Source: an optimization exercise on an open RTL-to-GDS flow (aim: small area). Production flows keep margins and buffers that such runs may drop.
The RTL was checked by simulation tests, not by an equivalence proof against the original design.
Power figures rest on the tool's default switching activity, not on a simulated workload.

File: flow/design.v
`timescale 1ns / 1ps
module lcd_controller(
    input clk,
    input rst,
    input en,
    input [6:0] code,
    output reg [7:4] DB,
    output reg LCD_E,
    output reg LCD_RS,
    output LCD_RW,
    output reg busy
    );
  assign LCD_RW = 1'b0;
  reg [216:0] fifo;
  reg [4:0] idx;         
  wire empty = &idx;
  wire full = (idx == 5'd30);
  wire wr = en && !full;
  wire rd;
  always @ (posedge clk)
    if (wr)
      fifo <= {fifo[209:0], code};
  always @ (posedge clk, posedge rst)
    if (rst)
      idx <= 5'd31;
    else if (wr && !rd)
      idx <= idx + 5'd1;
    else if (rd && !wr)
      idx <= idx - 5'd1;
  reg [6:0] rdat;
  integer ri;
  always @ (*) begin
    rdat = 7'h00;
    for (ri = 0; ri < 31; ri = ri + 1)
      rdat = rdat | (fifo[ri*7 +: 7] & {7{idx == ri}});
  end
  reg [6:5] bhi;
  reg [4:0] blo;
  always @ (posedge clk, posedge rst)
    if (rst)
      bhi <= 2'b11;
    else if (rd)
      bhi <= rdat[6:5];
  always @ (posedge clk)
    if (rd)
      blo <= rdat[4:0];
  wire [6:0] bc = {bhi, blo};
  wire bsp91 = !bc[6] && bc[5] && !bc[4] && bc[0];           
  wire bspD0 = bc[6] && !bc[5] && (bc[4:0] == 5'd0);         
  wire bcmd = (!bc[6] && !bc[5]) || bsp91 || bspD0;
  wire [3:0] bdhi = (!bc[6] && !bc[5]) ? {1'b1, bc[4], 2'b00} :
                    bsp91 ? 4'b1001 :
                    bspD0 ? 4'b1101 :
                    {1'b0, bc[6:4]};
  localparam P_IDLE     = 5'd0;
  localparam P_15MS     = 5'd1;
  localparam P_ONE      = 5'd2;
  localparam P_TWO      = 5'd3;
  localparam P_THREE    = 5'd4;
  localparam P_FOUR     = 5'd5;
  localparam P_FIVE     = 5'd6;
  localparam P_SIX      = 5'd7;
  localparam P_SEVEN    = 5'd8;
  localparam P_EIGHT    = 5'd9;
  localparam P_PDONE    = 5'd10;
  localparam P_ONESEC   = 5'd11;
  localparam P_DONEINIT = 5'd12;
  localparam P_NIDLE    = 5'd13;
  localparam P_NREAD    = 5'd15;
  localparam P_FUNCSET  = 5'd16;
  localparam P_ENTRY    = 5'd17;
  localparam P_DISPLAY  = 5'd18;
  localparam P_CLEAR    = 5'd19;
  localparam P_ADDR     = 5'd20;
  localparam P_CHL      = 5'd21;
  localparam P_CHC      = 5'd22;
  localparam P_CHD1     = 5'd23;
  localparam P_CHSP     = 5'd24;
  localparam P_CHR      = 5'd25;
  localparam P_CHE      = 5'd26;
  localparam P_CHA      = 5'd27;
  localparam P_CHD2     = 5'd28;
  localparam P_CHY      = 5'd29;
  localparam P_CLRRDY   = 5'd30;
  localparam P_NWRITE   = 5'd31;
  localparam T_INIT  = 4'b0000;
  localparam T_HS    = 4'b0001;
  localparam T_HH    = 4'b0011;
  localparam T_ONEUS = 4'b0010;
  localparam T_LS    = 4'b0101;
  localparam T_LH    = 4'b0111;
  localparam T_40US  = 4'b0110;
  localparam T_CHP   = 4'b0100;
  localparam T_DONE  = 4'b1000;
  reg [4:0] P;
  reg [3:0] T;
  reg [19:0] cnt;
  wire c11     = &(cnt | ~20'd11);
  wire c1      = cnt[0];
  wire c49     = &(cnt | ~20'd49);
  wire c1999   = &(cnt | ~20'd1999);
  wire c4999   = &(cnt | ~20'd4999);
  wire c81999  = &(cnt | ~20'd81999);
  wire c204999 = &(cnt | ~20'd204999);
  wire c499999 = &(cnt | ~20'd499999);
  wire c749999 = &(cnt | ~20'd749999);
  reg pterm;
  always @ (*)
    case (P)
      P_15MS: pterm = c749999;
      P_ONE, P_THREE, P_FIVE, P_SEVEN: pterm = c11;
      P_TWO: pterm = c204999;
      P_FOUR: pterm = c4999;
      P_SIX, P_EIGHT: pterm = c1999;
      P_ONESEC: pterm = c499999;
      default: pterm = 1'b0;
    endcase
  reg tterm;
  always @ (*)
    case (T)
      T_HS, T_LS: tterm = c1;
      T_HH, T_LH: tterm = c11;
      T_ONEUS: tterm = c49;
      T_40US: tterm = c1999;
      T_CHP: tterm = c81999;
      default: tterm = 1'b0;
    endcase
  wire pcount = ((P >= P_15MS) && (P <= P_EIGHT)) || (P == P_ONESEC);
  wire tcount = (T[2:0] != 3'b000);
  always @ (posedge clk, posedge rst)
    if (rst)
      cnt <= 0;
    else if ((pcount && !pterm) || (tcount && !tterm))
      cnt <= cnt + 20'd1;
    else
      cnt <= 0;
  wire tdone = T[3];
  wire tx_init = P[4] || (P == P_NREAD);
  wire clear_home = (P == P_CLEAR) || (P == P_CLRRDY);
  always @ (posedge clk, posedge rst)
    if (rst)
      T <= T_INIT;
    else
      case (T)
        T_INIT: if (tx_init) T <= T_HS;
        T_HS: if (tterm) T <= T_HH;
        T_HH: if (tterm) T <= T_ONEUS;
        T_ONEUS: if (tterm) T <= T_LS;
        T_LS: if (tterm) T <= T_LH;
        T_LH: if (tterm) T <= T_40US;
        T_40US: if (tterm) T <= clear_home ? T_CHP : T_DONE;
        T_CHP: if (tterm) T <= T_DONE;
        default: T <= T_INIT;
      endcase
  assign rd = (P == P_NREAD);
  always @ (posedge clk, posedge rst)
    if (rst)
      P <= P_IDLE;
    else
      case (P)
        P_IDLE: P <= P_15MS;
        P_15MS, P_ONE, P_TWO, P_THREE, P_FOUR, P_FIVE, P_SIX, P_SEVEN, P_EIGHT:
          if (pterm) P <= P + 5'd1;
        P_PDONE: P <= P_FUNCSET;
        P_CHY: if (tdone) P <= P_ONESEC;
        P_ONESEC: if (pterm) P <= P_CLRRDY;
        P_CLRRDY: if (tdone) P <= P_DONEINIT;
        P_DONEINIT: P <= P_NIDLE;
        P_NIDLE: if (!empty) P <= P_NREAD;
        P_NREAD: P <= P_NWRITE;
        P_NWRITE: if (tdone) P <= P_NIDLE;
        default: if (tdone) P <= P + 5'd1;    
      endcase
  reg [7:0] data_init;
  always @ (*)
    case (P)
      P_FUNCSET: data_init = 8'h28;
      P_ENTRY: data_init = 8'h06;
      P_DISPLAY: data_init = 8'h0D;
      P_CLEAR, P_CLRRDY: data_init = 8'h01;
      P_ADDR: data_init = 8'h80;
      P_CHL: data_init = 8'h4C;
      P_CHC: data_init = 8'h43;
      P_CHD1: data_init = 8'h44;
      P_CHSP: data_init = 8'h20;
      P_CHR: data_init = 8'h72;
      P_CHE: data_init = 8'h65;
      P_CHA: data_init = 8'h61;
      P_CHD2: data_init = 8'h64;
      P_CHY: data_init = 8'h79;
      default: data_init = 8'h00;
    endcase
  wire normal = (P == P_NIDLE) || (P == P_NREAD) || (P == P_NWRITE);
  wire [3:0] nib_hi = normal ? bdhi : data_init[7:4];
  wire [3:0] nib_lo = normal ? bc[3:0] : data_init[3:0];
  always @ (*) begin
    if ((P == P_ONE) || (P == P_THREE) || (P == P_FIVE))
      DB = 4'h3;
    else if (P == P_SEVEN)
      DB = 4'h2;
    else if ((T == T_HS) || (T == T_HH))
      DB = nib_hi;
    else if ((T == T_LS) || (T == T_LH))
      DB = nib_lo;
    else
      DB = 4'h0;
  end
  always @ (*)
    LCD_E = (P == P_ONE) || (P == P_THREE) || (P == P_FIVE) || (P == P_SEVEN) ||
            (T == T_HH) || (T == T_LH);
  always @ (*)
    LCD_RS = ((P >= P_CHL) && (P <= P_CHY)) ||
             (((P == P_NREAD) || (P == P_NWRITE)) && !bcmd);
  always @ (*)
    busy = (P != P_DONEINIT) && (!normal || full);
endmodule
`timescale 1ns / 1ps
module snaptest(
  input clk,
  input rst,
  input busy,
  input PS2_CLK,
  input PS2_DATA,
  output reg en,
  output reg [6:0] code,
  output reg [7:0] LED
  );
  reg cv, dv;
  reg [2:0] cr, dr;
  reg ps2cf, ps2df;
  always @ (posedge clk, posedge rst)
    if (rst) begin
      cv <= 1'b1;
      cr <= 3'd7;
      ps2cf <= 1'b1;
    end
    else begin
      if (&cr) ps2cf <= cv;
      if (PS2_CLK != cv) cr <= 3'd0;
      else if (!(&cr)) cr <= cr + 3'd1;
      cv <= PS2_CLK;
    end
  always @ (posedge clk, posedge rst)
    if (rst) begin
      dv <= 1'b1;
      dr <= 3'd7;
      ps2df <= 1'b1;
    end
    else begin
      if (&dr) ps2df <= dv;
      if (PS2_DATA != dv) dr <= 3'd0;
      else if (!(&dr)) dr <= dr + 3'd1;
      dv <= PS2_DATA;
    end
  localparam IDLE      = 5'd0;
  localparam WTCLKLO1  = 5'd4;
  localparam SHIFT1_IN = 5'd5;
  localparam WTCLKHI1  = 5'd6;
  localparam GETKEY1   = 5'd7;
  localparam WTCLKLO2  = 5'd8;
  localparam SHIFT2_IN = 5'd9;
  localparam WTCLKHI2  = 5'd10;
  localparam GETKEY2   = 5'd11;
  localparam WTCLKLO3  = 5'd12;
  localparam SHIFT3_IN = 5'd13;
  localparam WTCLKHI3  = 5'd14;
  localparam GETKEY3   = 5'd15;
  localparam WTCLKLO2A = 5'd24;    
  localparam BREAKEY   = 5'd16;
  localparam SENDDATA  = 5'd17;
  localparam SENDASCII = 5'd18;
  localparam SENDBACKSPACE = 5'd19;
  localparam SENDARROWKEY  = 5'd20;
  localparam SENDCAPSLOCK  = 5'd21;
  reg [4:0] state;
  reg [3:0] bit_count;
  reg [7:0] sh;
  reg kv3_58;    
  always @ (posedge clk, posedge rst)
    if (rst)
      state <= IDLE;
    else
      case (state)
        IDLE:
          if (!ps2df) state <= WTCLKLO1;
        WTCLKLO1:
          if (!ps2cf) state <= SHIFT1_IN;
          else if (bit_count == 4'd11) state <= GETKEY1;
        SHIFT1_IN: state <= WTCLKHI1;
        WTCLKHI1:
          if (ps2cf) state <= WTCLKLO1;
        GETKEY1: state <= WTCLKLO2A;
        WTCLKLO2A, WTCLKLO2:
          if (!ps2cf) state <= SHIFT2_IN;
          else if (bit_count == 4'd11) state <= GETKEY2;
          else state <= WTCLKLO2;
        SHIFT2_IN: state <= WTCLKHI2;
        WTCLKHI2:
          if (ps2cf) state <= WTCLKLO2;
        GETKEY2: state <= BREAKEY;
        BREAKEY:
          if (sh == 8'hF0)
            state <= WTCLKLO3;
          else if (LED == 8'hE0)
            state <= WTCLKLO1;
          else if ((LED == 8'hF0) && ((sh == 8'h12) || (sh == 8'h59)))
            state <= IDLE;
          else
            state <= WTCLKLO2;
        WTCLKLO3:
          if (!ps2cf) state <= SHIFT3_IN;
          else if (bit_count == 4'd11) state <= GETKEY3;
        SHIFT3_IN: state <= WTCLKHI3;
        WTCLKHI3:
          if (ps2cf) state <= WTCLKLO3;
        GETKEY3: state <= SENDDATA;
        SENDDATA:
          case (sh)
            8'h66: state <= SENDBACKSPACE;
            8'h75, 8'h6B, 8'h72, 8'h74: state <= SENDARROWKEY;
            8'h12, 8'h59: state <= IDLE;
            8'h58: state <= SENDCAPSLOCK;
            default: state <= SENDASCII;
          endcase
        SENDASCII:
          if (LED == 8'h12) state <= WTCLKLO2;
          else state <= IDLE;
        default: state <= IDLE;
      endcase
  wire hi_st = (state == WTCLKHI1) || (state == WTCLKHI2) || (state == WTCLKHI3);
  wire get_st = (state == GETKEY1) || (state == GETKEY2) || (state == GETKEY3);
  wire shift_st = (state == SHIFT1_IN) || (state == SHIFT2_IN) || (state == SHIFT3_IN);
  always @ (posedge clk, posedge rst)
    if (rst)
      bit_count <= 0;
    else if (get_st)
      bit_count <= 0;
    else if (hi_st && ps2cf)
      bit_count <= bit_count + 4'd1;
  always @ (posedge clk)
    if (shift_st && (bit_count != 4'd0) && (bit_count <= 4'd8))
      sh <= {ps2df, sh[7:1]};
  always @ (posedge clk, posedge rst)
    if (rst)
      LED <= 0;
    else if (state == WTCLKLO2A)
      LED <= sh;
  always @ (posedge clk, posedge rst)
    if (rst)
      kv3_58 <= 1'b0;
    else if (state == GETKEY3)
      kv3_58 <= (sh == 8'h58);
  reg caps;    
  always @ (posedge clk, posedge rst)
    if (rst)
      caps <= 1'b0;
    else if (state == SENDCAPSLOCK)
      caps <= ~caps;
  wire shift_held = (LED == 8'h12) || (LED == 8'h59);
  wire upper = caps ^ shift_held;
  reg [4:0] letter;
  reg [6:0] ascii_next;
  always @ (*) begin
    letter = 5'd0;
    case (sh)
      8'h1C: letter = 5'd1;
      8'h32: letter = 5'd2;
      8'h21: letter = 5'd3;
      8'h23: letter = 5'd4;
      8'h24: letter = 5'd5;
      8'h2B: letter = 5'd6;
      8'h34: letter = 5'd7;
      8'h33: letter = 5'd8;
      8'h43: letter = 5'd9;
      8'h3B: letter = 5'd10;
      8'h42: letter = 5'd11;
      8'h4B: letter = 5'd12;
      8'h3A: letter = 5'd13;
      8'h31: letter = 5'd14;
      8'h44: letter = 5'd15;
      8'h4D: letter = 5'd16;
      8'h15: letter = 5'd17;
      8'h2D: letter = 5'd18;
      8'h1B: letter = 5'd19;
      8'h2C: letter = 5'd20;
      8'h3C: letter = 5'd21;
      8'h2A: letter = 5'd22;
      8'h1D: letter = 5'd23;
      8'h22: letter = 5'd24;
      8'h35: letter = 5'd25;
      8'h1A: letter = 5'd26;
      default: letter = 5'd0;
    endcase
    case (sh)
      8'h45, 8'h70: ascii_next = 7'h30;
      8'h16, 8'h69: ascii_next = 7'h31;
      8'h1E, 8'h72: ascii_next = 7'h32;
      8'h26, 8'h7A: ascii_next = 7'h33;
      8'h25, 8'h6B: ascii_next = 7'h34;
      8'h2E, 8'h73: ascii_next = 7'h35;
      8'h36, 8'h74: ascii_next = 7'h36;
      8'h3D, 8'h6C: ascii_next = 7'h37;
      8'h3E, 8'h75: ascii_next = 7'h38;
      8'h46, 8'h7D: ascii_next = 7'h39;
      8'h29: ascii_next = 7'h20;
      default:
        if (letter != 5'd0) ascii_next = {1'b1, ~upper, letter};
        else ascii_next = 7'h41;
    endcase
  end
  reg [6:0] ascii;
  always @ (posedge clk)
    if (state == SENDASCII)
      ascii <= ascii_next;
  localparam S_IDLE      = 4'd0;
  localparam S_2         = 4'd1;
  localparam S_ASCII     = 4'd2;
  localparam S_WRASCII1  = 4'd3;
  localparam S_WRASCII2  = 4'd4;
  localparam S_WRASCII3  = 4'd5;
  localparam S_CNT16     = 4'd6;
  localparam S_CNT32     = 4'd7;
  localparam S_BACKSPACE = 4'd8;
  localparam S_MOVEA     = 4'd9;     
  localparam S_WRSPACE   = 4'd10;
  localparam S_MOVEB     = 4'd11;    
  localparam S_ARROWKEY  = 4'd12;
  localparam S_ARWUPDOWN = 4'd13;
  localparam S_ARWLEFT   = 4'd14;
  localparam S_ARWRIGHT  = 4'd15;
  reg [3:0] dstate;
  reg [5:0] char_count;
  always @ (posedge clk, posedge rst)
    if (rst)
      dstate <= S_IDLE;
    else
      case (dstate)
        S_IDLE:
          if (!kv3_58) begin
            if (char_count == 6'd32)
              dstate <= S_CNT32;
            else if (!busy && (state == SENDDATA))
              dstate <= S_2;
          end
        S_2:
          if (state == SENDBACKSPACE)
            dstate <= S_BACKSPACE;
          else if (state == SENDASCII)
            dstate <= S_ASCII;
          else if (state == SENDARROWKEY)
            dstate <= S_ARROWKEY;
        S_ASCII:
          if (char_count == 6'd16)
            dstate <= S_CNT16;
          else
            dstate <= S_WRASCII1;
        S_WRASCII1: dstate <= S_WRASCII2;
        S_WRASCII2:
          if (!busy) dstate <= S_WRASCII3;
        S_WRASCII3: dstate <= S_IDLE;
        S_CNT16: dstate <= S_WRASCII1;
        S_CNT32: dstate <= S_IDLE;
        S_BACKSPACE: dstate <= S_MOVEA;
        S_MOVEA: dstate <= S_WRSPACE;
        S_WRSPACE: dstate <= S_MOVEB;
        S_MOVEB: dstate <= S_IDLE;
        S_ARROWKEY:
          case (sh[1:0])
            2'b01, 2'b10: dstate <= S_ARWUPDOWN;
            2'b11: dstate <= S_ARWLEFT;
            default: dstate <= S_ARWRIGHT;
          endcase
        default: dstate <= S_IDLE;
      endcase
  wire line_bit = (char_count > 6'd16);
  wire [5:0] cc_dec = char_count - 6'd1;
  wire [5:0] cc_inc = char_count + 6'd1;
  wire cc_zero = (char_count == 6'd0);
  wire cc_16 = (char_count == 6'd16);
  always @ (posedge clk)
    case (dstate)
      S_CNT16: code <= 7'h10;
      S_CNT32: code <= 7'h00;
      S_MOVEA, S_MOVEB, S_ARWLEFT:
        if (cc_zero) code <= 7'h1F;
        else code <= {2'b00, line_bit, cc_dec[3:0]};
      S_WRSPACE: code <= 7'h20;
      S_ARWUPDOWN:
        if (cc_16) code <= 7'h40;
        else code <= {2'b00, ~line_bit, char_count[3:0]};
      S_ARWRIGHT:
        if (cc_16) code <= 7'h21;
        else code <= {2'b00, line_bit ^ (&char_count[3:0]), cc_inc[3:0]};
      default: code <= ascii;
    endcase
  always @ (posedge clk)
    if (rst)
      en <= 0;
    else
      case (dstate)
        S_WRASCII3, S_CNT16, S_CNT32, S_MOVEA, S_WRSPACE, S_MOVEB,
        S_ARWUPDOWN, S_ARWLEFT, S_ARWRIGHT:
          en <= 1'b1;
        default:
          en <= 1'b0;
      endcase
  always @ (posedge clk, posedge rst)
    if (rst)
      char_count <= 0;
    else
      case (dstate)
        S_WRASCII3: char_count <= cc_inc;
        S_CNT32: char_count <= 0;
        S_MOVEB, S_ARWLEFT: char_count <= {1'b0, cc_dec[4:0]};
        S_ARWUPDOWN:
          if (line_bit) char_count <= char_count - 6'd16;
          else char_count <= char_count + 6'd16;
        S_ARWRIGHT: char_count <= {1'b0, cc_inc[4:0]};
        default: ;
      endcase
endmodule
`timescale 1ns / 1ps
module lcd_top(
  input clk,
  input rst,
  input PS2_CLK,
  input PS2_DATA,
  output [7:4] DB,
  output LCD_E,
  output LCD_RS,
  output LCD_RW,
  output [7:0] LED
  );
  wire busy;
  wire en;
  wire [6:0] code;
  snaptest LD1 (
    .clk(clk),
    .rst(rst),
    .busy(busy),
    .PS2_CLK(PS2_CLK),
    .PS2_DATA(PS2_DATA),
    .en(en),
    .code(code),
    .LED(LED)
    );
  lcd_controller LC1 (
    .clk(clk),
    .rst(rst),
    .en(en),
    .code(code),
    .DB(DB),
    .LCD_E(LCD_E),
    .LCD_RS(LCD_RS),
    .LCD_RW(LCD_RW),
    .busy(busy)
    );
endmodule
File: flow/run.sh
#!/bin/bash
# synth_recipe.tcl (not shown) runs the flow's synth.tcl, then flattens the netlist and writes it again
# the make line also repeats each setting of config.mk as NAME=value (left out here)
make -C /OpenROAD-flow-scripts/flow DESIGN_CONFIG=/design/flow/config.mk WORK_HOME=/design/flow/orfs CLKGATE_MAP_FILE= SYNTH_SCRIPT=/design/flow/synth_recipe.tcl finish
File: flow/config.mk
export PLATFORM = sky130hd
export DESIGN_NAME = lcd_top
export DESIGN_NICKNAME = lcd_top
export VERILOG_FILES = /design/flow/design.v
export SDC_FILE = /design/flow/constraint.sdc
export NUM_CORES = 4
export LEC_CHECK = 0
export ABC_AREA = 1
export CAP_MARGIN = 20
export CORE_MARGIN = 2
export CORE_UTILIZATION = 60
export CTS_BUF_LIST = sky130_fd_sc_hd__clkbuf_2 sky130_fd_sc_hd__clkbuf_4
export CTS_CLUSTER_SIZE = 30
export SLEW_MARGIN = 20
File: flow/constraint.sdc
create_clock -name core_clock -period 20.0 [get_ports {clk}]
set_input_delay 4.0000 -clock core_clock [delete_from_list [all_inputs] [get_ports {clk}]]
set_output_delay 4.0000 -clock core_clock [all_outputs]
set_load 0.01 [all_outputs]
==> run_results.csv, run 1 <==
group,metric,value,unit
route,num_vias,12100,
timing,rsz0062_at_grt,"false",
power,powerDensity,86.0,nW/um^2
placed_design,io_buffers,17,
die,std_cell_rows,58,
timing,max_freq,129,MHz
critical_path,path_delay_family,"buffers and inverters",
route,drt_iter0_markers,1198,
grt,antenna_found_initial,1,
flow_run,maxCapViolCount,0,
layout,area_growth,10.5,%
cts,post_cts_buffers,0,
cts,cts_sinks,325,
critical_path,critPathKind,"reg -> out",
critical_path,path_cells,"ha_1 -> inv_1 -> nor2_1 -> ha_1 -> nor2_1 -> inv_1 -> nor2_1 -> inv_1 -> nand2_1 -> nand2_1 -> a21oi_1 -> nor3_1 -> clkdlybuf4s50_1",
route,wirelength,38500,um
placed_design,dp.final_hpwl,26700,um
critical_path,crit_path_top_delay_cell,"clkdlybuf4s50_1",
yosys,avgSynthCellArea,9.69,um^2
critical_path,cp_data_arrival_time,3750,ps
grt,grt-ovfl-total,0,
yosys,synth_async_sr_flop_share,23.1,%
layout,drive_above_1_share,11.3,%
layout,nets,1746,
timing,min_period_over_period,38.7,%
timing,finalMaxSlewViolations,0,
yosys,syn-num-nets,1650,
layout,fin_util,68.0,%
grt,grt_pass1_wl,60600,um
critical_path,crit_buf_inv,4,
timing,report.final.hold_viol_count,0,
critical_path,critPathCaptureType,"output pin",
cts,h-tree-depth,3,
placed_design,place.gp.congestion,0.910,
yosys,synthCells,1608,
route,drcViolationCount,0,
grt,first_global_vias,11700,
grt,groute.usage.overall,29.1,%
timing,finClkSkew,77.3,ps
yosys,synth.yosys.seq_area_share,59.6,%
cts,holdBufCountCts,0,
yosys,synth_seq_cells,325,
cts,cts_resized,0,
timing,worstMarginPinSlew,1030,ps
timing,tns,0,ps
die,boundaryPins,19,
yosys,yosysWarningCount,2,
route,ant_nets,0,
critical_path,crit_required,16000,ps
yosys,syn-cell-area,15600,um^2
die,dieArea,27300,um^2
power,cellLeakagePower,7.13,nW
grt,grt_max_degree,83,
yosys,ys.flop_type,"edfxtp_1",
critical_path,cpPeakStageDelay,560,ps
route,avgRoutedWirePerCell,18.3,um
timing,finalWorstPathRequiredPeriod,7750,ps
run_status,status,"finished clean",
min_path,min_path_type,"reg -> reg",
route,post_drt_via_cell_ratio,5.75,
die,coreArea,25300,um^2
cts,ctsRootBufferMaster,"clkbuf_4",
die,start_util,61.5,%
die,die_w,165,um
cts,clkLatencyLatePin,700,ps
cts,clockBufferDepth,3,
critical_path,critPathMaxFanout,11,
cts,numCtsBuffers,83,
cts,cts_tree,"yes",
critical_path,start_kind,"register",
yosys,synth_edf_count,237,
power,ir_drop,0.0734,mV
cts,path_clk_slew,70,ps
timing,finalSetupViolCount,0,
route,drt_pass1_iterations,5,
yosys,ys_types,56,
timing,relSlewSlack,31.3,%
die,die_h,165,um
[where the power goes]
group / switching [mW] / internal, mW / total (mW)
registers: 0.0212 / 0.739 / 0.760
clock network: 0.279 / 0.296 / 0.575
logic: 0.0951 / 0.0497 / 0.145
total: 0.395 / 1.09 / 1.48
[flip-flops by register name (all words and copies together) (netlist names), 2 cells and up, named ones only]
name	cells
LC1.P	5
LC1.T	4
LC1.bhi	2
LC1.blo	5
LC1.cnt	20
LC1.fifo	217
LC1.idx	5
LD1.LED	8
LD1.ascii	7
LD1.bit_count	4
LD1.char_count	6
LD1.code	7
LD1.cr	3
LD1.dr	3
LD1.dstate	4
LD1.sh	8
LD1.state	5
[stage by stage]
step	power, mW	setup slack (ps)	instances	instance area, um^2	hold slack, ps
after floorplan	0.872	7850	1608	15600	386
final	1.48	12250	2101	17200	407
after global placement	0.914	12980	1949	16100	386
after detailed placement	0.919	12930	1949	16100	390
after global routing	1.55	11850	2101	17200	411
after CTS	1.49	12230	2100	17200	393
[Yosys cell counts (3+ instances only)]
library cell  number  share of area (%)
xnor2_1            8               0.45
o31ai_1            3               0.14
a22oi_1           13               0.63
nor3_1            37                1.2
buf_4              6               0.29
inv_2              5               0.12
nor2_4             3               0.22
inv_1            182                4.4
dfstp_2           17                2.9
nand3_1          109                3.5
dfrtp_1           58                9.3
nor2_1           156                3.8
a211oi_1           8               0.39
a22o_1             9               0.51
and3_1             3               0.12
ha_1              38                3.1
o21ai_1            9               0.29
dfxtp_1           13                1.7
mux2_2             4               0.29
a21oi_1           41                1.3
nand2_1          436                 11
o211ai_1           5               0.24
xor2_1            26                1.5
o2111ai_1         13               0.73
o21ai_2            3               0.17
nor4_1            11               0.44
nand4_1           41                1.6
o22ai_1            9               0.36
or2_2              3               0.12
edfxtp_1         237                 46
o221ai_1           5               0.28
o21ai_0           60                1.9
nor2_2             4               0.16
[final timing paths]
path                                          from                       endpoint  slack (ps)  cells after the start
setup / recovery              LC1.P[1]$_DFFE_PP0P_                          DB[7]       12250                     13
hold / removal             LC1.fifo[160]$_DFFE_PP_        LC1.fifo[167]$_DFFE_PP_         410                      0
setup reg to reg            LC1.idx[0]$_DFFE_PP1P_        LC1.fifo[158]$_DFFE_PP_       15890                      8
hold reg to reg            LC1.fifo[160]$_DFFE_PP_        LC1.fifo[167]$_DFFE_PP_         410                      0
max in group asynchronous                      rst          LC1.cnt[19]$_DFF_PP0_       15240                      3
min in group asynchronous                      rst  LD1.char_count[4]$_DFFE_PP0P_        3620                      2
[layout make-up]
cell class              count  area, um^2
fillers                  2043        8110
clock inverters            22         113
inverters                 188         707
multi-input cells        1082        5520
diodes                      1        2.50
clock buffers             129         968
repair buffers             24         223
flip-flops and latches    325        9280
well taps                 330         413
[cell usage in the layout, fill, tap and decap left out, types with 3 or more instances in the layout]
cell	instances
dfxtp_1	13
edfxtp_1	237
o21ai_0	60
o211ai_1	5
xor2_1	26
ha_1	38
o21ai_1	9
clkdlybuf4s50_1	17
mux2_2	4
clkinv_2	5
nand4_1	41
and3_1	3
nor3_1	36
nand2_1	436
inv_2	5
dfrtp_1	58
o22ai_1	9
clkbuf_4	129
a21oi_1	41
o31ai_1	3
a22oi_1	13
xnor2_1	8
a22o_1	9
clkinv_1	13
buf_4	7
inv_1	181
dfstp_2	17
o221ai_1	5
nor2_1	155
o21ai_2	3
o2111ai_1	13
nand3_1	109
nor2_4	4
or2_2	3
nor2_2	4
clkinvlp_4	4
nor4_1	11
a211oi_1	8
[cell families (layout without fill, tap and decap cells)]
group	after synthesis	count (layout)	share of synthesized area [%]
other cells	1	2	0.0241
mux	4	4	0.289
compound gates	192	192	7.78
fa+ha+maj	38	38	3.05
flops	325	325	59.6
simple gates	813	813	22.3
buf+inv	201	363	5.11
xor+xnor	34	34	1.91
[metal layers]
metal / vias to the layer above / wire, um / global-route usage, %
li1: 5748 / - / -
met1: 5700 / 16600 / 41.3
met2: 533 / 17400 / 44.8
met3: 92 / 3530 / 6.69
met4: 0 / 995 / 9.53
met5: - / 0 / 0
[worst reg2reg max path, stage by stage, from the launching register on]
cell     delay [ps]
dfstp_2         560
inv_1           110
ha_1            310
inv_1           120
nor3_2           70
nor2_4           90
buf_4           630
buf_4           850
buf_4           950
==> run 2, diff against run 1 <==
--- a/flow/config.mk
+++ b/flow/config.mk
@@ -10,5 +10,4 @@
 export CORE_MARGIN = 2
-export CORE_UTILIZATION = 60
-export CTS_BUF_LIST = sky130_fd_sc_hd__clkbuf_2 sky130_fd_sc_hd__clkbuf_4
-export CTS_CLUSTER_SIZE = 30
+export CORE_UTILIZATION = 40
+export CTS_BUF_LIST = sky130_fd_sc_hd__clkbuf_4
 export SLEW_MARGIN = 20
==> run_results.csv, run 2 <==
group,metric,value,unit
min_path,min_from,"LD1.code[2]$_DFF_P_",
yosys,syn-cell-area,15600,um^2
route,drt_pass1_iterations,5,
flow_run,maxCapViolCount,0,
power,switching_share,26.7,%
yosys,synth_edf_count,237,
grt,antenna_found_initial,3,
critical_path,r2r-end,"LD1.dstate[1]$_DFFE_PP0P_",
cts,clkLatencyLatePin,790,ps
timing,report.final.hold_viol_count,0,
cts,post_cts_buffers,0,
timing,rsz0062_at_grt,"false",
timing,finalSetupViolCount,0,
min_path,min_path_cells,0,
placed_design,dp.final_hpwl,27100,um
power,p_total,1.51,mW
run_status,status,"finished clean",
layout,regMostFlops,"LC1.fifo",
yosys,synth_async_sr_flop_share,23.1,%
power,p_comb_share,9.6,%
route,wirelength,39700,um
grt,grt-ovfl-total,0,
timing,min_period_over_period,39.5,%
layout,final_cell_mix,"436 x nand2_1, 237 x edfxtp_1, 181 x inv_1",
power,p_clk_share,40.0,%
critical_path,cp_data_arrival_time,3900,ps
critical_path,crit_path_frequent_cell,"nor2_1",
yosys,yosys-top-cells-count,"436 x nand2_1, 237 x edfxtp_1, 182 x inv_1",
route,drcViolationCount,0,
critical_path,crit_required,16000,ps
die,std_cell_rows,72,
die,coreArea,38600,um^2
grt,grt_max_degree,218,
layout,fin_cells,2297,
timing,worstMarginPinSlew,947,ps
yosys,yosysMostFrequentCell,"nand2_1",
layout,largest_reg_flops,217,
power,p_int,1.10,mW
power,p_switching,0.402,mW
grt,grt_pass1_wl,62500,um
layout,drive_above_1_share,11.0,%
timing,whs,351,ps
route,drt_iter0_markers,920,
placed_design,place.gp.congestion,0.873,
yosys,synth_seq_cells,325,
cts,clockBufferDepth,3,
power,ir_drop,0.0549,mV
grt,first_global_vias,11600,
cts,numCtsBuffers,88,
die,die_h,201,um
yosys,synth_area_leader_cell,"edfxtp_1",
timing,relSlewSlack,36.6,%
critical_path,critPathKind,"reg -> out",
critical_path,crit_path_top_delay_cell,"dfrtp_1",
critical_path,ff2ff_setup_slack,16990,ps
critical_path,critPathMaxFanout,12,
timing,max_freq,127,MHz
critical_path,worstReg2RegStart,"LC1.P[2]$_DFFE_PP0P_",
placed_design,placed_cells,2136,
timing,finalWorstPathRequiredPeriod,7900,ps
yosys,synth.yosys.seq_area_share,59.6,%
critical_path,r2r_cells,13,
layout,layout_commonest_cell,"nand2_1",
route,ant_nets,0,
critical_path,critPathCaptureType,"output pin",
yosys,synth_top_area_share,45.7,%
critical_path,cpPeakStageDelay,640,ps
yosys,yosysWarningCount,2,
die,start_util,40.4,%
cts,ctsRootBufferMaster,"clkbuf_4",
yosys,ys.flop_type,"edfxtp_1",
die,dieArea,40500,um^2
min_path,min_path_type,"reg -> reg",
min_path,holdPathEnd,"LC1.fifo[2]$_DFFE_PP_",
layout,nets,1751,
power,powerDensity,85.9,nW/um^2
cts,cts_sinks,325,
timing,tns,0,ps
route,post_drt_via_cell_ratio,5.18,
cts,cts_tree,"yes",
grt,groute.usage.overall,19.7,%
critical_path,path_cells,"nand2_4 -> nor2_1 -> ha_1 -> nor2_1 -> inv_1 -> nor2_1 -> inv_1 -> nand2_1 -> nand2_1 -> a21oi_1 -> nor3_1 -> clkdlybuf4s50_1",
timing,finClkSkew,68.2,ps
critical_path,start_kind,"register",
route,avgRoutedWirePerCell,17.3,um
yosys,avgSynthCellArea,9.69,um^2
yosys,syn-num-nets,1650,
yosys,ys_types,56,
layout,area_growth,12.6,%
route,num_vias,11900,
cts,h-tree-depth,3,
layout,largestRegisters,"LC1.fifo x217, LC1.cnt x20",
cts,path_clk_slew,70,ps
placed_design,io_buffers,17,
yosys,ys_top_cells_by_area,"edfxtp_1 46%, nand2_1 11%, dfrtp_1 9.3%, inv_1 4.4%, nor2_1 3.8%",
power,cellLeakagePower,7.17,nW
yosys,synthCells,1608,
power,pwr-share-seq,50.5,%
die,die_w,201,um
cts,holdBufCountCts,0,
cts,cts_resized,0,
die,boundaryPins,19,
timing,finalMaxSlewViolations,0,
==> run 2: per-stage QoR <==
step,setup WS [ps],utilization (%),instance area (um^2)
floorplan,7850,-,15600
global placement,12820,42.5,16400
detailed placement,12870,42.5,16400
CTS,12000,45.4,17500
global route,11540,45.5,17500
finish,12100,45.5,17500
==> run 2: how the worst max path moves through the flow <==
stage | start | to | cells past startpoint | slack [ps]
5_1_grt | LC1.P[1]$_DFFE_PP0P_ | DB[4] | 14 | 11540
6_report | LC1.P[2]$_DFFE_PP0P_ | DB[7] | 12 | 12100
3_3_place_gp | LC1.P[3]$_DFFE_PP0P_ | DB[4] | 13 | 12820
2_1_floorplan | LC1.idx[0]$_DFFE_PP1P_ | LC1.idx[3]$_DFFE_PP1P_ | 11 | 7850
4_1_cts | LC1.P[2]$_DFFE_PP0P_ | DB[6] | 11 | 12000
3_5_place_dp | LC1.P[3]$_DFFE_PP0P_ | DB[6] | 11 | 12870
==> run 2: cell families after synthesis <==
kind of cell | synth area share, %
compound gates | 7.78
xor+xnor | 1.91
fa+ha+maj | 3.05
buf+inv | 5.11
flops | 59.6
mux | 0.289
other cells | 0.0241
simple gates | 22.3
==> run 2: power by group through the flow <==
stage / clock [mW] / combinational (mW) / sequential [mW]
global route: 0.655 / 0.164 / 0.763
floorplan: 0 / 0.103 / 0.770
CTS: 0.620 / 0.144 / 0.761
finish: 0.602 / 0.144 / 0.760
global placement: 0 / 0.142 / 0.774
detailed placement: 0 / 0.143 / 0.774
==> run 2: critical path, delay by kind of cell, from the launching register on <==
kind / cells / cell delay (ps)
AOI/OAI and AO/OA: 1 / 40
adders and majority gates: 1 / 500
buffers and inverters: 3 / 930
DFF: 1 / 640
and+or+nand+nor: 7 / 1020
==> run 2: area by class of cell <==
class	instances	area (um^2)
Antenna cell	3	7.51
Clock inverter	32	193
Multi-Input combinational cell	1082	5510
Inverter	188	707
Tap cell	518	648
Sequential cell	325	9280
Clock buffer	125	938
Timing Repair Buffer	24	255
Fill cell	3783	21000
==> run 2: routing by layer <==
layer,wire length (um),share of wire [%],track usage [%]
met5,0,0,0
met4,1430,3.6,9.06
met3,2570,6.5,4.37
met2,18000,45,30.6
met1,17700,45,26.3
==> run 3, diff against run 2 <==
--- a/flow/config.mk
+++ b/flow/config.mk
@@ -10,4 +10,6 @@
 export CORE_MARGIN = 2
-export CORE_UTILIZATION = 40
+export CORE_UTILIZATION = 60
 export CTS_BUF_LIST = sky130_fd_sc_hd__clkbuf_4
+export CTS_CLUSTER_DIAMETER = 60
+export CTS_CLUSTER_SIZE = 10
 export SLEW_MARGIN = 20
==> run_results.csv, run 3 <==
group,metric,value,unit
run_status,status,"finished clean",
critical_path,crit_end,"DB[7]",
layout,area_growth,6.82,%
layout,final_cell_mix,"436 x nand2_1, 237 x edfxtp_1, 181 x inv_1",
layout,largestRegisters,"LC1.fifo x217, LC1.cnt x20",
placed_design,dp_slack,12930,ps
critical_path,critPathKind,"reg -> out",
critical_path,cpPeakStageDelay,560,ps
yosys,synthAdderAreaFrac,3.05,%
grt,antenna_found_initial,1,
critical_path,cp_data_arrival_time,3770,ps
grt,first_global_vias,11200,
yosys,synth_area_leader_cell,"edfxtp_1",
die,start_util,61.5,%
power,powerDensity,76.9,nW/um^2
timing,finalSetupViolCount,0,
route,drt_iter0_markers,1256,
route,num_vias,11700,
power,cellLeakagePower,6.78,nW
route,drt_pass1_iterations,5,
yosys,synth_xor_area_share,1.91,%
cts,cts_resized,0,
yosys,ys_top_cells_by_area,"edfxtp_1 46%, nand2_1 11%, dfrtp_1 9.3%, inv_1 4.4%, nor2_1 3.8%",
placed_design,post_dp_cell_area,16100,um^2
flow_run,maxCapViolCount,0,
cts,cts_sinks,325,
timing,rsz0062_at_grt,"false",
yosys,synth_top_area_share,45.7,%
cts,clockBufferDepth,3,
layout,layout_commonest_cell,"nand2_1",
die,die_w,165,um
grt,grt-ovfl-total,0,
yosys,synth_seq_cells,325,
route,ant_nets,0,
critical_path,crit_path_top_delay_cell,"clkdlybuf4s50_1",
power,ir_drop,0.0646,mV
yosys,synth_async_sr_flop_share,23.1,%
layout,regMostFlops,"LC1.fifo",
yosys,yosys-top-cells-count,"436 x nand2_1, 237 x edfxtp_1, 182 x inv_1",
yosys,synth_top_family_by_area,"simple AND/OR/NAND/NOR gates",
timing,relSlewSlack,31.4,%
route,wirelength,37800,um
timing,worstMarginPinSlew,1030,ps
layout,nets,1702,
cts,cts_tree,"yes",
grt,groute.usage.overall,28.3,%
critical_path,critPathCaptureType,"output pin",
critical_path,r2r_cells,8,
grt,grt_pass1_wl,59200,um
yosys,avgSynthCellArea,9.69,um^2
yosys,syn-num-nets,1650,
yosys,synth-simple-area-share,22.3,%
die,std_cell_rows,58,
min_path,min_path_type,"reg -> reg",
layout,fill_cells,2078,
timing,tns,0,ps
critical_path,startpoint,"LC1.P[1]$_DFFE_PP0P_",
placed_design,io_buffers,17,
critical_path,crit_required,16000,ps
yosys,synthCells,1608,
cts,h-tree-depth,2,
grt,grt_max_degree,83,
cts,post_cts_buffers,0,
yosys,synth_compound_area_share,7.78,%
critical_path,path_cells,"ha_1 -> inv_1 -> nor2_1 -> ha_1 -> nor2_1 -> inv_1 -> nor2_1 -> inv_1 -> nand2_1 -> nand2_1 -> a21oi_1 -> nor3_1 -> clkdlybuf4s50_1",
cts,ctsRootBufferMaster,"clkbuf_4",
critical_path,ff2ff_setup_slack,15910,ps
placed_design,dp.final_hpwl,26700,um
yosys,ys_types,56,
critical_path,worstReg2RegStart,"LC1.idx[0]$_DFFE_PP1P_",
power,p_total,1.28,mW
yosys,yosysWarningCount,2,
timing,finClkSkew,40.8,ps
timing,layout_setup_ws,12230,ps
die,boundaryPins,19,
cts,path_clk_slew,110,ps
yosys,ys.flop_type,"edfxtp_1",
timing,finalWorstPathRequiredPeriod,7770,ps
timing,min_period_over_period,38.8,%
critical_path,start_kind,"register",
yosys,synthMuxAreaShare,0.289,%
layout,largest_reg_flops,217,
die,dieArea,27300,um^2
critical_path,critPathMaxFanout,11,
critical_path,r2r-end,"LC1.fifo[130]$_DFFE_PP_",
yosys,synth_edf_count,237,
die,die_h,165,um
cts,numCtsBuffers,39,
cts,holdBufCountCts,0,
yosys,yosysMostFrequentCell,"nand2_1",
timing,report.final.hold_viol_count,0,
route,drcViolationCount,0,
die,coreArea,25300,um^2
timing,max_freq,129,MHz
timing,finalMaxSlewViolations,0,
layout,final_cell_area,16600,um^2
placed_design,place.gp.congestion,0.910,
yosys,synth.yosys.seq_area_share,59.6,%
layout,drive_above_1_share,7.20,%
route,avgRoutedWirePerCell,18.8,um
yosys,syn-cell-area,15600,um^2
route,post_drt_via_cell_ratio,5.83,
cts,clkLatencyLatePin,670,ps
run 3: critical path: cells and delay by family, from the launching register on:
family          cells  cell delay, ps
simple gates        6             850
buf+inv             4            1000
compound gates      1              40
fa+ha+maj           2             770
flops               1             450
run 3: logic make-up (layout without fill, tap and decap cells):
kind of cell	Yosys count	in the layout
flip-flops	325	325
AND/OR/NAND/NOR	813	813
XOR/XNOR	34	34
buffers and inverters	201	274
AO/OA/AOI/OAI	192	192
other	1	2
multiplexers	4	4
adder cells (fa/ha/maj)	38	38
run 3: how the worst min path moves through the flow:
stage / from / endpoint / slack [ps] / cells after the start
floorplan: LD1.code[0]$_DFF_P_ / LC1.fifo[0]$_DFFE_PP_ / 390 / 0
global placement: LD1.code[6]$_DFF_P_ / LC1.fifo[6]$_DFFE_PP_ / 390 / 0
detailed placement: LD1.code[3]$_DFF_P_ / LC1.fifo[3]$_DFFE_PP_ / 390 / 0
CTS: LD1.code[0]$_DFF_P_ / LC1.fifo[0]$_DFFE_PP_ / 420 / 0
global route: LD1.code[0]$_DFF_P_ / LC1.fifo[0]$_DFFE_PP_ / 420 / 0
finish: LD1.code[4]$_DFF_P_ / LC1.fifo[4]$_DFFE_PP_ / 420 / 0
run 3: power by group:
| part | switching (mW) | total (mW) | internal, mW |
|---|---|---|---|
| Sequential | 0.0213 | 0.760 | 0.739 |
| Combinational | 0.0946 | 0.144 | 0.0498 |
| Clock | 0.221 | 0.375 | 0.154 |
| Total | 0.337 | 1.28 | 0.942 |
run 3: through the flow:
stage / util, % / std cells / hold slack (ps)
2_1_floorplan: - / 1608 / 386
3_3_place_gp: 63.7 / 1949 / 386
3_5_place_dp: 63.7 / 1949 / 390
4_1_cts: 65.7 / 2011 / 420
5_1_grt: 65.7 / 2012 / 421
6_report: 65.7 / 2012 / 415
run 3: area by class of cell:
| cell class | count | area (um^2) | share of cell area (%) |
|---|---|---|---|
| Sequential cell | 325 | 9280 | 55.8 |
| Multi-Input combinational cell | 1082 | 5520 | 33.2 |
| Inverter | 188 | 707 | 4.25 |
| Clock buffer | 56 | 420 | 2.53 |
| Tap cell | 330 | 413 | 2.48 |
| Timing Repair Buffer | 24 | 223 | 1.34 |
| Clock inverter | 6 | 80.1 | 0.481 |
| Antenna cell | 1 | 2.50 | 0.0150 |
run 3: routing by layer:
metal	vias up	GRT usage (%)	share of wire, %
met5	-	0	0
met4	0	7.55	2.2
met3	76	5.69	8.2
met2	489	43.7	45
met1	5551	41.4	45
li1	5620	-	-
==> run 4, diff against run 3 <==
--- a/flow/config.mk
+++ b/flow/config.mk
@@ -11,5 +11,5 @@
 export CORE_UTILIZATION = 60
-export CTS_BUF_LIST = sky130_fd_sc_hd__clkbuf_4
-export CTS_CLUSTER_DIAMETER = 60
-export CTS_CLUSTER_SIZE = 10
+export CTS_BUF_LIST = sky130_fd_sc_hd__clkbuf_8
+export CTS_CLUSTER_DIAMETER = 80
+export CTS_CLUSTER_SIZE = 16
 export SLEW_MARGIN = 20
==> run_results.csv, run 4 <==
group,metric,value,unit
layout,diodes,0,
yosys,yosysWarningCount,2,
grt,groute.usage.overall,28.0,%
yosys,syn-cell-area,15600,um^2
layout,final_cell_mix,"436 x nand2_1, 237 x edfxtp_1, 199 x inv_1",
yosys,synth_xor_area_share,1.91,%
layout,drive_above_1_share,5.23,%
yosys,synth_seq_cells,325,
yosys,synthAdderAreaFrac,3.05,%
die,std_cell_rows,58,
critical_path,worstReg2RegStart,"LC1.idx[0]$_DFFE_PP1P_",
timing,finalSetupViolCount,0,
timing,report.final.hold_viol_count,0,
critical_path,start_kind,"register",
yosys,synth_area_leader_cell,"edfxtp_1",
timing,relSlewSlack,31.8,%
timing,finalMaxSlewViolations,0,
grt,grt-ovfl-total,0,
die,coreArea,25300,um^2
critical_path,crit_end,"DB[7]",
layout,layout_commonest_cell,"nand2_1",
critical_path,path_cells,"ha_1 -> inv_1 -> nor2_1 -> ha_1 -> nor2_1 -> inv_1 -> nor2_1 -> inv_1 -> nand2_1 -> nand2_1 -> a21oi_1 -> nor3_1 -> clkdlybuf4s50_1",
critical_path,cp_data_arrival_time,3710,ps
die,start_util,61.5,%
yosys,yosysMostFrequentCell,"nand2_1",
placed_design,place.gp.congestion,0.910,
yosys,avgSynthCellArea,9.69,um^2
cts,numCtsBuffers,24,
route,ant_nets,0,
grt,first_global_vias,11000,
timing,max_freq,130,MHz
cts,holdBufCountCts,0,
cts,h-tree-depth,1,
die,die_h,165,um
yosys,synth_compound_area_share,7.78,%
critical_path,crit_buf_inv,4,
critical_path,critPathKind,"reg -> out",
cts,cts_resized,0,
critical_path,worstSetupPathDepth,13,
timing,min_period_over_period,38.5,%
critical_path,crit_path_top_delay_cell,"clkdlybuf4s50_1",
route,post_drt_via_cell_ratio,5.83,
layout,largest_reg_flops,217,
placed_design,io_buffers,17,
critical_path,cpPeakStageDelay,560,ps
timing,tns,0,ps
placed_design,dp.final_hpwl,26700,um
die,boundaryPins,19,
route,drt_pass1_iterations,5,
grt,antenna_found_initial,0,
power,cellLeakagePower,6.77,nW
cts,ctsRootBufferMaster,"clkbuf_8",
placed_design,placed_cells,1949,
layout,largestRegisters,"LC1.fifo x217, LC1.cnt x20",
yosys,ys.flop_type,"edfxtp_1",
timing,worstMarginPinSlew,1020,ps
route,wirelength,37600,um
cts,clkLatencyLatePin,590,ps
die,dieArea,27300,um^2
grt,grt_pass1_wl,58600,um
route,drcViolationCount,0,
layout,area_growth,6.31,%
critical_path,crit_required,16000,ps
cts,clockBufferDepth,3,
critical_path,ff2ff_setup_slack,15890,ps
min_path,min_path_type,"reg -> reg",
timing,finClkSkew,32.6,ps
route,drt_iter0_markers,1162,
timing,rsz0062_at_grt,"false",
critical_path,r2r_cells,8,
layout,regMostFlops,"LC1.fifo",
yosys,yosys-top-cells-count,"436 x nand2_1, 237 x edfxtp_1, 182 x inv_1",
power,ir_drop,0.0668,mV
run_status,status,"finished clean",
critical_path,path_delay_family,"buffers and inverters",
yosys,synth-simple-area-share,22.3,%
cts,post_cts_buffers,0,
timing,finalWorstPathRequiredPeriod,7710,ps
grt,grt_max_degree,83,
critical_path,startpoint,"LC1.P[1]$_DFFE_PP0P_",
flow_run,maxCapViolCount,0,
yosys,synth_edf_count,237,
yosys,synth_top_area_share,45.7,%
die,die_w,165,um
power,p_total,1.24,mW
timing,layout_setup_ws,12290,ps
critical_path,critPathMaxFanout,11,
critical_path,r2r-end,"LC1.fifo[186]$_DFFE_PP_",
cts,cts_tree,"yes",
yosys,synth.yosys.seq_area_share,59.6,%
yosys,ys_types,56,
layout,fin_cells,1993,
yosys,synth_top_family_by_area,"simple AND/OR/NAND/NOR gates",
yosys,synth_async_sr_flop_share,23.1,%
power,powerDensity,74.7,nW/um^2
placed_design,dp_slack,12930,ps
layout,nets,1687,
route,avgRoutedWirePerCell,18.9,um
route,num_vias,11600,
critical_path,critPathCaptureType,"output pin",
yosys,syn-num-nets,1650,
yosys,synthMuxAreaShare,0.289,%
yosys,ys_top_cells_by_area,"edfxtp_1 46%, nand2_1 11%, dfrtp_1 9.3%, inv_1 4.4%, nor2_1 3.8%",
cts,path_clk_slew,100,ps
yosys,synthCells,1608,
cts,cts_sinks,325,
run 4: layout make-up:
cell class,instances,area (um^2)
Tap cell,330,413
Clock buffer,25,344
Timing Repair Buffer,24,223
Sequential cell,325,9280
Multi-Input combinational cell,1082,5520
Clock inverter,19,78.8
Inverter,188,707
Fill cell,2069,8770
run 4: power by group:
| part | total, mW | switching (mW) | internal, mW |
|---|---|---|---|
| sequential | 0.760 | 0.0212 | 0.739 |
| combinational | 0.145 | 0.0951 | 0.0498 |
| clock | 0.333 | 0.215 | 0.118 |
| total | 1.24 | 0.331 | 0.906 |
run 4: layer usage:
layer	vias to the layer above	share of wire [%]	GRT usage (%)
met2	454	45	43.8
met3	63	7.8	5.00
li1	5557	-	-
met5	-	0	0
met1	5544	45	41.0
met4	0	2.2	7.00
run 4: per-stage QoR:
step | area (um^2) | hold slack [ps] | util (%)
CTS | 16600 | 417 | 65.4
global placement | 16100 | 386 | 63.7
floorplan | 15600 | 386 | -
finish | 16600 | 412 | 65.4
detailed placement | 16100 | 390 | 63.7
global route | 16600 | 420 | 65.4
run 4: logic make-up after synthesis:
| family | Yosys count |
|---|---|
| other | 1 |
| flip-flops | 325 |
| buffers and inverters | 201 |
| AND/OR/NAND/NOR | 813 |
| XOR/XNOR | 34 |
| AO/OA/AOI/OAI | 192 |
| multiplexers | 4 |
| adder cells (fa/ha/maj) | 38 |
run 4: worst min-delay path by stage:
| stage | slack, ps | cells after the start | start | end |
|---|---|---|---|---|
| 2_1_floorplan | 390 | 0 | LD1.code[0]$_DFF_P_ | LC1.fifo[0]$_DFFE_PP_ |
| 3_3_place_gp | 390 | 0 | LD1.code[6]$_DFF_P_ | LC1.fifo[6]$_DFFE_PP_ |
| 3_5_place_dp | 390 | 0 | LD1.code[3]$_DFF_P_ | LC1.fifo[3]$_DFFE_PP_ |
| 4_1_cts | 420 | 0 | LD1.code[0]$_DFF_P_ | LC1.fifo[0]$_DFFE_PP_ |
| 5_1_grt | 420 | 0 | LD1.code[0]$_DFF_P_ | LC1.fifo[0]$_DFFE_PP_ |
| 6_report | 410 | 0 | LD1.code[4]$_DFF_P_ | LC1.fifo[4]$_DFFE_PP_ |
==> run 5, diff against run 4 <==
--- a/flow/design.v
+++ b/flow/design.v
@@ -29,9 +29,2 @@
       idx <= idx - 5'd1;
-  reg [6:0] rdat;
-  integer ri;
-  always @ (*) begin
-    rdat = 7'h00;
-    for (ri = 0; ri < 31; ri = ri + 1)
-      rdat = rdat | (fifo[ri*7 +: 7] & {7{idx == ri}});
-  end
   reg [6:5] bhi;
@@ -42,6 +35,6 @@
     else if (rd)
-      bhi <= rdat[6:5];
+      bhi <= fifo[idx*7+5 +: 2];
   always @ (posedge clk)
     if (rd)
-      blo <= rdat[4:0];
+      blo <= fifo[idx*7 +: 5];
   wire [6:0] bc = {bhi, blo};
==> flow/config.mk (replaced) <==
export PLATFORM = sky130hd
export DESIGN_NAME = lcd_top
export DESIGN_NICKNAME = lcd_top
export VERILOG_FILES = /design/flow/design.v
export SDC_FILE = /design/flow/constraint.sdc
export NUM_CORES = 4
export LEC_CHECK = 0
export CAP_MARGIN = 20
export CORE_MARGIN = 2
export CORE_UTILIZATION = 40
export SLEW_MARGIN = 20
==> run_results.csv, run 5 <==
group,metric,value,unit
critical_path,ff2ff_setup_slack,16480,ps
die,start_util,40.8,%
timing,tns,0,ps
timing,finalSetupViolCount,0,
layout,nets,1307,
critical_path,crit_path_top_delay_cell,"clkdlybuf4s50_1",
power,p_switching,0.458,mW
critical_path,critPathCaptureType,"output pin",
layout,regMostFlops,"LC1.fifo",
die,boundaryPins,19,
grt,antenna_found_initial,0,
cts,ctsRootBufferMaster,"clkbuf_16",
layout,area_growth,10.7,%
yosys,synth.yosys.seq_area_share,57.0,%
power,p_int,1.21,mW
timing,finalMaxSlewViolations,0,
critical_path,crit_buf_inv,1,
cts,cts_sinks,325,
placed_design,dp.final_hpwl,21900,um
power,p_comb_share,13.7,%
layout,fin_util,45.1,%
critical_path,worstReg2RegStart,"LD1.state[2]$_DFFE_PP0P_",
critical_path,crit_required,16000,ps
timing,relSlewSlack,34.3,%
cts,numCtsBuffers,37,
min_path,min_from,"LD1.code[2]$_DFF_P_",
yosys,ys.flop_type,"edfxtp_1",
yosys,syn-cell-area,16300,um^2
critical_path,path_delay_family,"simple AND/OR/NAND/NOR gates",
min_path,min_path_cells,0,
grt,first_global_vias,10400,
critical_path,path_cells,"ha_1 -> and3_1 -> ha_1 -> nor2_1 -> nand2_1 -> a211oi_1 -> o22ai_1 -> o32ai_1 -> clkdlybuf4s50_1",
layout,final_cell_area,18000,um^2
yosys,synth_top_area_share,43.7,%
yosys,avgSynthCellArea,12.7,um^2
route,wirelength,35200,um
timing,finalWorstPathRequiredPeriod,7960,ps
yosys,synth_seq_cells,325,
die,die_h,206,um
critical_path,critPathKind,"reg -> out",
die,dieArea,42300,um^2
cts,h-tree-depth,2,
timing,min_period_over_period,39.8,%
yosys,synth_area_leader_cell,"edfxtp_1",
grt,grt-ovfl-total,0,
layout,diodes,0,
cts,cts_resized,0,
placed_design,io_buffers,17,
layout,drive_above_1_share,13.6,%
route,avgRoutedWirePerCell,19.3,um
route,drt_pass1_iterations,5,
cts,path_clk_slew,70,ps
power,p_clk_share,38.7,%
layout,largestRegisters,"LC1.fifo x217, LC1.cnt x20",
timing,worstMarginPinSlew,985,ps
die,coreArea,39900,um^2
min_path,min_path_type,"reg -> reg",
route,post_drt_via_cell_ratio,5.85,
timing,whs,403,ps
layout,layout_commonest_cell,"edfxtp_1",
layout,final_cell_mix,"237 x edfxtp_1, 91 x nand2_1, 89 x nor2_1",
route,drcViolationCount,0,
cts,clkLatencyLatePin,550,ps
yosys,synth_async_sr_flop_share,23.1,%
power,pwr-share-seq,47.6,%
grt,grt_pass1_wl,57200,um
critical_path,start_kind,"register",
critical_path,crit_path_frequent_cell,"ha_1",
grt,grt_max_degree,218,
placed_design,place.gp.congestion,0.893,
timing,rsz0062_at_grt,"false",
power,ir_drop,0.0566,mV
power,cellLeakagePower,6.13,nW
timing,report.final.hold_viol_count,0,
die,std_cell_rows,73,
critical_path,cp_data_arrival_time,3960,ps
layout,fill_cells,3511,
layout,multiInputGateArea,6490,um^2
layout,fin_cells,1822,
placed_design,post_dp_cell_area,16800,um^2
route,num_vias,10700,
cts,clockBufferDepth,3,
route,drt_iter0_markers,1008,
cts,holdBufCountCts,0,
yosys,ys_types,91,
power,switching_share,27.4,%
layout,largest_reg_flops,217,
cts,post_cts_buffers,0,
yosys,yosys-top-cells-count,"237 x edfxtp_1, 91 x nand2_1, 89 x nor2_1",
placed_design,placed_cells,1753,
flow_run,maxCapViolCount,0,
power,powerDensity,92.8,nW/um^2
timing,finClkSkew,18.0,ps
yosys,syn-num-nets,1323,
grt,groute.usage.overall,17.0,%
yosys,synthCells,1284,
timing,max_freq,126,MHz
critical_path,r2r_cells,12,
yosys,synth_edf_count,237,
layout,regArea,9280,um^2
yosys,yosysMostFrequentCell,"edfxtp_1",
cts,cts_tree,"yes",
route,ant_nets,0,
critical_path,cpPeakStageDelay,670,ps
yosys,yosysWarningCount,2,
run_status,status,"finished clean",
critical_path,critPathMaxFanout,12,
min_path,holdPathEnd,"LC1.fifo[2]$_DFFE_PP_",
die,die_w,206,um
yosys,ys_top_cells_by_area,"edfxtp_1 44%, dfrtp_1 8.9%, mux4_2 8.6%, dfstp_2 2.7%, ha_1 2.6%",
==> run 5: how the worst max path moves through the flow <==
| stage | startpoint | end | slack, ps | cells past startpoint |
|---|---|---|---|---|
| floorplan | LC1.idx[0]$_DFFE_PP1P_ | LC1.idx[4]$_DFFE_PP1P_ | 6770 | 12 |
| global placement | LC1.P[0]$_DFFE_PP0P_ | DB[4] | 12580 | 9 |
| detailed placement | LC1.P[0]$_DFFE_PP0P_ | DB[4] | 12580 | 9 |
| CTS | LC1.P[0]$_DFFE_PP0P_ | DB[4] | 11950 | 9 |
| global route | LC1.P[0]$_DFFE_PP0P_ | DB[4] | 11730 | 9 |
| finish | LC1.P[0]$_DFFE_PP0P_ | DB[4] | 12040 | 9 |
==> run 5: metrics by stage <==
stage	total power, mW	worst slack (ps)
global route	1.74	11730
global placement	1.03	12580
floorplan	0.963	6770
CTS	1.69	11950
detailed placement	1.04	12580
finish	1.67	12040
==> run 5: power groups by stage <==
stage,clock (mW),combinational [mW],sequential (mW)
2_1_floorplan,0,0.182,0.781
3_3_place_gp,0,0.226,0.809
3_5_place_dp,0,0.226,0.809
4_1_cts,0.666,0.227,0.796
5_1_grt,0.690,0.251,0.802
6_report,0.648,0.228,0.796
==> run 5: area by class of cell <==
type	instances	share of cell area, %
Tap cell	525	3.65
Inverter	38	0.799
Clock inverter	14	0.535
Multi-Input combinational cell	838	36.0
Timing Repair Buffer	28	1.60
Clock buffer	54	5.89
Sequential cell	325	51.5
==> run 5: cells by family after synthesis <==
group,count (synthesis),share of synthesized area [%]
AOI/OAI and AO/OA,278,11.4
xor gates and xnor gates,41,2.25
adders and majority gates,35,2.74
buffers and inverters,121,3.20
DFF,325,57.0
muxes,99,11.0
other,1,0.0230
and+or+nand+nor,384,12.4
==> run 5: per-layer routing <==
layer	track usage, %	routed length [um]
met1	24.4	16400
met2	26.2	16400
met3	2.79	1570
met4	5.76	835
met5	0	0
==> run 6, diff against run 5 <==
--- a/flow/design.v
+++ b/flow/design.v
@@ -29,2 +29,9 @@
       idx <= idx - 5'd1;
+  reg [6:0] rdat;
+  integer ri;
+  always @ (*) begin
+    rdat = 7'h00;
+    for (ri = 0; ri < 31; ri = ri + 1)
+      rdat = rdat | (fifo[ri*7 +: 7] & {7{idx == ri}});
+  end
   reg [6:5] bhi;
@@ -35,6 +42,6 @@
     else if (rd)
-      bhi <= fifo[idx*7+5 +: 2];
+      bhi <= rdat[6:5];
   always @ (posedge clk)
     if (rd)
-      blo <= fifo[idx*7 +: 5];
+      blo <= rdat[4:0];
   wire [6:0] bc = {bhi, blo};
==> flow/flow/run.sh (new file) <==
#!/bin/bash
# Layout flow: the standard synthesis, then the combinational logic of the
# synthesized netlist is mapped again with a stronger ABC script (registers
# are kept as they are), then the standard layout steps.
set -euo pipefail
W=$PWD
FD=$W/flow
R=$W/orfs/results/$FLOW_PLATFORM/lcd_top/base
LIB=$FLOW_HOME/platforms/$FLOW_PLATFORM/lib/sky130_fd_sc_hd__tt_025C_1v80.lib
YOSYS=$FLOW_HOME/../tools/install/yosys/bin/yosys
[ -x "$YOSYS" ] || YOSYS=yosys

# 1. standard synthesis
bash standard.sh synth > $W/flow_synth.log 2>&1

# 2. remap the combinational logic
cp $R/1_2_yosys.v $W/synth_standard.v
SEQ=$(grep -o "sky130_fd_sc_hd__[a-z0-9_]*" $W/synth_standard.v | sort -u | grep -E "__(df|edf|sdf|dl|conb)" | tr '\n' ' ')
sed "s#@LIB@#$LIB#g; s#@SEQ@#$SEQ#g; s#@IN@#$W/synth_standard.v#g; s#@OUT@#$W/synth_remapped.v#g; s#@ABC@#$FD/remap.abc#g" \
  $FD/remap.ys > $W/remap.ys
ok=0
if $YOSYS -s $W/remap.ys > $W/yosys_remap.log 2>&1; then
  sed "s#@LIB@#$LIB#g; s#@GOLD@#$W/synth_standard.v#g; s#@GATE@#$W/synth_remapped.v#g" $FD/equiv.ys > $W/equiv.ys
  if $YOSYS -s $W/equiv.ys > $W/yosys_equiv.log 2>&1; then ok=1; fi
fi
if [ $ok = 1 ]; then
  cp $W/synth_remapped.v $R/1_2_yosys.v
  rm -f $R/1_synth.odb $R/1_synth.sdc
  echo "remapped netlist in use" > $W/remap_status.txt
else
  echo "remap failed; standard netlist in use" > $W/remap_status.txt
fi

# 3. standard layout steps
bash standard.sh "BUFFER_PORTS_ARGS=-buffer_cell sky130_fd_sc_hd__buf_1" \
  "CTS_ARGS=$(cat $FD/cts_args.txt)" finish > $W/flow_layout.log 2>&1
==> flow/flow/cts_args.txt (new file) <==
-sink_clustering_enable -repair_clock_nets -dont_use_dummy_load -sink_clustering_size 16 -sink_clustering_max_diameter 80 -buf_list sky130_fd_sc_hd__clkbuf_8
==> flow/flow/equiv.ys (new file) <==
read_liberty -ignore_miss_func @LIB@
read_verilog -sv @GOLD@
rename lcd_top gold
read_verilog -sv @GATE@
rename lcd_top gate
flatten gold gate
opt_clean
async2sync
equiv_make gold gate eq
hierarchy -top eq
equiv_simple -seq 2
equiv_induct
equiv_status -assert
==> flow/flow/remap.abc (new file) <==
strash; &get -n; &deepsyn -T 20; &dch -f; &nf -a -R 1000; &put; topo
==> flow/flow/remap.ys (new file) <==
read_liberty -ignore_miss_func @LIB@
blackbox @SEQ@
read_verilog -sv @IN@
hierarchy -top lcd_top
flatten
opt_clean
abc -liberty @LIB@ -dont_use *lpflow* -dont_use *probe* -script @ABC@
opt_clean -purge
stat -liberty @LIB@
write_verilog -noattr -noexpr -nohex -nodec @OUT@
==> flow/standard.sh (new file) <==
#!/bin/bash
# synth_recipe.tcl (not shown) runs the flow's synth.tcl, then flattens the netlist and writes it again
# the make line also repeats each setting of config.mk as NAME=value (left out here)
make -C /OpenROAD-flow-scripts/flow DESIGN_CONFIG=/design/flow/config.mk WORK_HOME=/design/flow/orfs CLKGATE_MAP_FILE= SYNTH_SCRIPT=/design/flow/synth_recipe.tcl "${@:-finish}"
--- a/flow/config.mk
+++ b/flow/config.mk
@@ -7,5 +7,6 @@
 export LEC_CHECK = 0
+export ABC_AREA = 1
 export CAP_MARGIN = 20
 export CORE_MARGIN = 2
-export CORE_UTILIZATION = 40
+export CORE_UTILIZATION = 60
 export SLEW_MARGIN = 20
removed: flow/run.sh
==> run_results.csv, run 6 <==
group,metric,value,unit
timing,finalMaxSlewViolations,0,
cts,clkLatencyLatePin,570,ps
timing,min_period_over_period,32.2,%
grt,groute.usage.overall,27.7,%
die,coreArea,22400,um^2
critical_path,critPathKind,"reg -> out",
layout,fin_util,64.4,%
yosys,yosysWarningCount,2,
layout,diodes,0,
route,num_vias,9208,
power,p_total,1.19,mW
min_path,min_path_type,"reg -> reg",
route,wirelength,32900,um
die,boundaryPins,19,
flow_run,maxCapViolCount,0,
route,drcViolationCount,0,
timing,whs,393,ps
die,die_w,154,um
timing,finalSetupViolCount,0,
run_status,status,"finished clean",
cts,post_cts_buffers,0,
yosys,avgSynthCellArea,12.8,um^2
timing,relSlewSlack,22.3,%
layout,largest_reg_flops,217,
critical_path,start_kind,"register",
cts,holdBufCountCts,0,
layout,final_cell_mix,"237 x edfxtp_1, 121 x nor2_1, 88 x nand2_1",
layout,nets,1121,
cts,cts_sinks,325,
yosys,syn-num-nets,1065,
yosys,syn-cell-area,13600,um^2
route,drt_iter0_markers,1109,
die,die_h,154,um
layout,regMostFlops,"LC1.fifo",
grt,grt_pass1_wl,50700,um
die,dieArea,23900,um^2
route,drt_pass1_iterations,8,
placed_design,dp_slack,14100,ps
timing,tns,0,ps
timing,worstMarginPinSlew,1160,ps
timing,rsz0062_at_grt,"false",
cts,cts_tree,"yes",
layout,drive_above_1_share,5.11,%
grt,grt_max_degree,95,
power,powerDensity,82.2,nW/um^2
timing,finClkSkew,64.6,ps
die,std_cell_rows,55,
layout,area_growth,6.38,%
cts,clockBufferDepth,3,
layout,layout_commonest_cell,"edfxtp_1",
power,ir_drop,0.0614,mV
die,start_util,60.5,%
cts,numCtsBuffers,24,
layout,largestRegisters,"LC1.fifo x217, LC1.cnt x20",
power,cellLeakagePower,4.92,nW
critical_path,cp_data_arrival_time,2450,ps
timing,layout_setup_ws,13550,ps
grt,antenna_found_initial,0,
timing,max_freq,155,MHz
critical_path,crit_required,16000,ps
timing,report.final.hold_viol_count,0,
timing,finalWorstPathRequiredPeriod,6450,ps
route,ant_nets,0,
yosys,synthCells,1061,
placed_design,dp.final_hpwl,21900,um
grt,grt-ovfl-total,0,
cts,cts_resized,0,
route,post_drt_via_cell_ratio,6.58,
placed_design,place.gp.congestion,0.892,
cts,ctsRootBufferMaster,"clkbuf_8",
cts,path_clk_slew,110,ps
grt,first_global_vias,8870,
critical_path,critPathCaptureType,"output pin",
critical_path,critPathMaxFanout,17,
cts,h-tree-depth,1,
route,avgRoutedWirePerCell,23.5,um
placed_design,io_buffers,17,
run 6: changes by cell type in the layout (fill, tap and decap cells not counted), moves of 19 or more:
cell	previous run	this run
a222oi_1	0	30
a22oi_1	8	44
clkbuf_16	38	0
clkbuf_8	5	24
ha_1	34	0
inv_1	34	0
mux2i_1	22	1
mux4_2	62	0
nor2_1	89	121
o21ai_0	74	35
run 6: layer usage:
metal  routed length [um]  global-route usage [%]  part of all wire (%)  vias to the layer above
li1                     -                       -                     -                     4263
met1                13400                    38.8                    41                     4442
met2                15600                    45.3                    47                      428
met3                 2690                    4.26                   8.2                       75
met4                 1190                    8.99                   3.6                        0
met5                    0                       0                     0                        -
run 6: worst max-delay path, cell delays in order (launching register included):
cell and delay, ps:
dfrtp_1 560, and2_0 310, nand2_1 90, o211ai_1 110, a21oi_1 230, or2_0 180, nand3b_1 90, a31oi_1 200
buf_1 160
run 6: power breakdown:
group,switching [mW],internal (mW)
clock network,0.196,0.108
logic,0.0663,0.0439
registers,0.0307,0.743
total,0.293,0.895
run 6: final timing paths:
| path | start | cells past startpoint | to | slack, ps |
|---|---|---|---|---|
| min | LD1.code[2]$_DFF_P_ | 0 | LC1.fifo[2]$_DFFE_PP_ | 390 |
| max | LC1.P[3]$_DFFE_PP0P_ | 8 | DB[6] | 13550 |
| max in group asynchronous | rst | 3 | LD1.LED[0]$_DFFE_PP0P_ | 15570 |
| max reg2reg | LC1.idx[0]$_DFFE_PP1P_ | 5 | LC1.fifo[10]$_DFFE_PP_ | 16460 |
| min in group asynchronous | rst | 2 | LC1.P[1]$_DFFE_PP0P_ | 3420 |
| min reg2reg | LD1.code[2]$_DFF_P_ | 0 | LC1.fifo[2]$_DFFE_PP_ | 390 |
run 6: layout make-up:
class | count | area [um^2]
Fill cell | 1713 | 7990
Inverter | 16 | 61.3
Clock buffer | 24 | 330
Tap cell | 285 | 357
Multi-Input combinational cell | 720 | 4260
Sequential cell | 325 | 9280
Timing Repair Buffer | 30 | 169
run 6: metrics by stage:
step | instances | instance area [um^2]
4_1_cts | 1400 | 14400
3_3_place_gp | 1376 | 14100
5_1_grt | 1400 | 14400
3_5_place_dp | 1376 | 14100
2_1_floorplan | 1061 | 13600
6_report | 1400 | 14400

Re-timed with assumed drivers on the ports (clkbuf_16 on the clock, buf_2 on other inputs), run 6 has 13.511 ns of setup slack against 13.554 ns with ideal ports, and 14.093 ns once port delays also move by the mid clock arrival of 0.582 ns.
